This design comes from an exercise in tuning for small area and a short achievable clock period on the open sky130 flow, not from production work.
The RTL was checked by simulation tests, not by an equivalence proof against the original design.
No activity file was given, so power comes from the tool's default toggle rates.

==> flow/design.v (excerpt) <==
module bcd_adder100(
    input              clk,
    input      [399:0] a,
    input      [399:0] b,
    input              cin,
    output reg         cout,
    output reg [399:0] sum );
For scale: roughly 2800 cells after synthesis, ~900 flip-flops, roughly 1200 I/O pins, ~35000 um^2 of cells after synthesis.
export LEC_CHECK = 0
export CAP_MARGIN = 20
export CORE_AREA = 4 4 616 156
export CTS_BUF_LIST = sky130_fd_sc_hd__clkbuf_16
export CTS_CLUSTER_DIAMETER = 80
export CTS_CLUSTER_SIZE = 28
export DIE_AREA = 0 0 620 160
export SLEW_MARGIN = 20
create_clock -name core_clock -period 180.0 [get_ports {clk}]
standard.sh (not shown) runs the stock make flow with config.mk's settings and CLKGATE_MAP_FILE= SYNTH_SCRIPT=/design/flow/synth_recipe.tcl, a recipe that flattens the netlist after the stock synthesis.
==> flow/flow/run.sh <==
#!/bin/bash
# The standard layout (standard.sh), with two changes:
#  - synthesis maps with an area-oriented ABC script (flow/abc_area.script)
#    and skips the early "abc -fast" of Yosys's synth (-noabc), so the full
#    and half adders are extracted from the design as written;
#  - every port is buffered with the smallest buffer, buf_1.
# The rest of ORFS's scripts is used unchanged, from a copy in this folder.
set -euo pipefail
rm -rf scripts_local
cp -r "$FLOW_HOME/scripts" scripts_local
cp flow/abc_area.script scripts_local/abc_speed.script
export SCRIPTS_DIR="$PWD/scripts_local"
export SYNTH_ARGS="-noabc"
export BUFFER_PORTS_ARGS="-buffer_cell sky130_fd_sc_hd__buf_1"
bash standard.sh > standard.log 2>&1
==> flow/flow/abc_area.script <==
&get -n
&st
&dch
&nf -R 1000
&put
topo
stime -c
Edit:
- CORE_AREA: 4 4 616 156 -> 4 4 346 346
- CTS_CLUSTER_SIZE: 28 -> 20
- DIE_AREA: 0 0 620 160 -> 0 0 350 350
After rerunning: Hold slack loses 0.0089 ns; sequential power hardly moves; cell count went up by 5.6%; wire length climbs by 1.3%; core utilization is lower by 9.0 points; clock-buffer cell count rose by 16; via count is higher by 0.47%; global-route usage falls by 4.6 points; flip-flop and latch count stays the same.
Edit:
--- a/flow/flow/run.sh
+++ b/flow/flow/run.sh
@@ -1,3 +1,3 @@
 #!/bin/bash
-# The standard layout (standard.sh), with two changes:
+# The standard layout (standard.sh), with these changes:
 #  - synthesis maps with an area-oriented ABC script (flow/abc_area.script)
@@ -5,3 +5,4 @@
 #    and half adders are extracted from the design as written;
-#  - every port is buffered with the smallest buffer, buf_1.
+#  - every port is buffered with the smallest buffer, buf_1;
+#  - the ports are placed digit by digit along the die (flow/io.tcl).
 # The rest of ORFS's scripts is used unchanged, from a copy in this folder.
@@ -14,2 +15,3 @@
 export BUFFER_PORTS_ARGS="-buffer_cell sky130_fd_sc_hd__buf_1"
+export IO_CONSTRAINTS="$PWD/flow/io.tcl"
 bash standard.sh > standard.log 2>&1
==> flow/flow/io.tcl (new file) <==
# Pin placement: digit i of a, b and sum gets the edge slice of the die
# above and below x = [M + i*DW, M + (i+1)*DW): a and two sum bits on the
# top edge, b and the other two sum bits on the bottom edge, so each
# digit's logic sits in one column and its port wires stay short.
set M 10.0
set W [expr {[lindex [ord::get_die_area] 2] - [lindex [ord::get_die_area] 0]}]
set DW [expr {($W - 2 * $M) / 100.0}]
for {set i 0} {$i < 100} {incr i} {
  set x0 [expr {$M + $i * $DW}]
  set x1 [expr {$x0 + $DW}]
  set top {}
  set bot {}
  for {set j 0} {$j < 4} {incr j} {
    set k [expr {4 * $i + $j}]
    lappend top "a\[$k\]"
    lappend bot "b\[$k\]"
  }
  lappend top "sum\[[expr {4 * $i}]\]" "sum\[[expr {4 * $i + 1}]\]"
  lappend bot "sum\[[expr {4 * $i + 2}]\]" "sum\[[expr {4 * $i + 3}]\]"
  set_io_pin_constraint -pin_names $top -region top:[format %.2f $x0]-[format %.2f $x1]
  set_io_pin_constraint -pin_names $bot -region bottom:[format %.2f $x0]-[format %.2f $x1]
}
set_io_pin_constraint -pin_names {cin} -region left:*
set_io_pin_constraint -pin_names {cout} -region right:*
set_io_pin_constraint -pin_names {clk} -region left:*
- CORE_AREA: 4 4 346 346 -> 4 4 756 126
- CTS_CLUSTER_SIZE: 20 -> 28
- DIE_AREA: 0 0 350 350 -> 0 0 760 130
The new run finished with timing, DRC and antenna clean.
Clock-buffer cell count went down by 18.
Total power goes down by 5.5%.
Cell count came out lower by 5.7%.
Cell area came out lower by 2.1%.
Edit:
==> flow/flow/run.sh (replaced) <==
#!/bin/bash
# The standard layout (standard.sh), with two changes:
#  - synthesis maps with an area-oriented ABC script (flow/abc_area.script)
#    and skips the early "abc -fast" of Yosys's synth (-noabc), so the full
#    and half adders are extracted from the design as written;
#  - every port is buffered with the smallest buffer, buf_1.
# The rest of ORFS's scripts is used unchanged, from a copy in this folder.
set -euo pipefail
rm -rf scripts_local
cp -r "$FLOW_HOME/scripts" scripts_local
cp flow/abc_area.script scripts_local/abc_speed.script
export SCRIPTS_DIR="$PWD/scripts_local"
export SYNTH_ARGS="-noabc"
export BUFFER_PORTS_ARGS="-buffer_cell sky130_fd_sc_hd__buf_1"
bash standard.sh > standard.log 2>&1
- CORE_AREA: 4 4 756 126 -> 4 4 346 346
- DIE_AREA: 0 0 760 130 -> 0 0 350 350
removed: flow/flow/io.tcl
Routed wire length went down by 3.0%.
Design area rose by about 1.7%.
Synthesized area is unchanged.
Edit:
--- a/flow/flow/run.sh
+++ b/flow/flow/run.sh
@@ -1,3 +1,3 @@
 #!/bin/bash
-# The standard layout (standard.sh), with two changes:
+# The standard layout (standard.sh), with these changes:
 #  - synthesis maps with an area-oriented ABC script (flow/abc_area.script)
@@ -5,3 +5,4 @@
 #    and half adders are extracted from the design as written;
-#  - every port is buffered with the smallest buffer, buf_1.
+#  - every port is buffered with the smallest buffer, buf_1;
+#  - the ports are placed digit by digit along the die (flow/io.tcl).
 # The rest of ORFS's scripts is used unchanged, from a copy in this folder.
@@ -14,2 +15,3 @@
 export BUFFER_PORTS_ARGS="-buffer_cell sky130_fd_sc_hd__buf_1"
+export IO_CONSTRAINTS="$PWD/flow/io.tcl"
 bash standard.sh > standard.log 2>&1
==> flow/flow/io.tcl (new file) <==
# Pin placement: digit i of a, b and sum gets the edge slice of the die
# above and below x = [M + i*DW, M + (i+1)*DW): a and two sum bits on the
# top edge, b and the other two sum bits on the bottom edge, so each
# digit's logic sits in one column and its port wires stay short.
set M 10.0
set W [expr {[lindex [ord::get_die_area] 2] - [lindex [ord::get_die_area] 0]}]
set DW [expr {($W - 2 * $M) / 100.0}]
for {set i 0} {$i < 100} {incr i} {
  set x0 [expr {$M + $i * $DW}]
  set x1 [expr {$x0 + $DW}]
  set top {}
  set bot {}
  for {set j 0} {$j < 4} {incr j} {
    set k [expr {4 * $i + $j}]
    lappend top "a\[$k\]"
    lappend bot "b\[$k\]"
  }
  lappend top "sum\[[expr {4 * $i}]\]" "sum\[[expr {4 * $i + 1}]\]"
  lappend bot "sum\[[expr {4 * $i + 2}]\]" "sum\[[expr {4 * $i + 3}]\]"
  set_io_pin_constraint -pin_names $top -region top:[format %.2f $x0]-[format %.2f $x1]
  set_io_pin_constraint -pin_names $bot -region bottom:[format %.2f $x0]-[format %.2f $x1]
}
set_io_pin_constraint -pin_names {cin} -region left:*
set_io_pin_constraint -pin_names {cout} -region right:*
set_io_pin_constraint -pin_names {clk} -region bottom:[format %.2f [expr {$W / 2.0 - 3.0}]]-[format %.2f [expr {$W / 2.0 + 3.0}]]
- CORE_AREA: 4 4 346 346 -> 4 4 756 126
- DIE_AREA: 0 0 350 350 -> 0 0 760 130
=>
- The new run completed without violations
- power went down by a few percent
- via count went down slightly
- clock power went down by a little under a tenth
Edit:
--- a/flow/flow/run.sh
+++ b/flow/flow/run.sh
@@ -1,3 +1,3 @@
 #!/bin/bash
-# The standard layout (standard.sh), with these changes:
+# The standard layout (standard.sh), with two changes:
 #  - synthesis maps with an area-oriented ABC script (flow/abc_area.script)
--- a/flow/flow/io.tcl
+++ b/flow/flow/io.tcl
@@ -24,2 +24,3 @@
 set_io_pin_constraint -pin_names {cout} -region right:*
-set_io_pin_constraint -pin_names {clk} -region bottom:[format %.2f [expr {$W / 2.0 - 3.0}]]-[format %.2f [expr {$W / 2.0 + 3.0}]]
+set xm [expr {$W / 2.0}]
+set_io_pin_constraint -pin_names {clk} -region left:*
After rerunning:
- The changed run finished clean
- design area is unchanged
- clock-buffer cell count is unchanged
- clock power barely changes
- die area is unchanged

==> afterwards: timing with drivers on the ports <==
The results above use ideal ports. As a check the final layouts listed here were re-extracted and re-timed, cells and wires unchanged. Step 1: set_driving_cell puts a clkbuf_16 on clk and a buf_2 on each other input, an assumption about the parent block. Step 2, shift: input delay + t, output delay - t, t = (earliest + latest rising clock arrival at the registers) / 2. This alone moves slack from input paths to output paths. a / b / c = ideal / step 1 / step 2; a / b = the first two.
| run | shift t [ns] | setup slack, ns | hold WS [ns] | cell pins on the clock port's net |
|---|---|---|---|---|
| the first run | 0.665 | 142.476 / 142.407 / 142.225 | 0.489 / 0.489 / 0.489 | 1 |
| the second run | 0.698 | 142.367 / 142.290 / 142.242 | 0.480 / 0.480 / 0.480 | 1 |
| the third run | 0.722 | 142.788 / 142.697 / 142.249 | 0.480 / 0.480 / 0.480 | 1 |
| the fourth run | 0.682 | 142.334 / 142.261 / 142.264 | 0.451 / 0.451 / 0.451 | 1 |
| the fifth run | 0.655 | 142.780 / 142.746 / 142.282 | 0.495 / 0.495 / 0.495 | 1 |
| the sixth run | 0.722 | 142.788 / 142.697 / 142.249 | 0.480 / 0.480 / 0.480 | 1 |
After both steps every run listed still meets setup and hold.
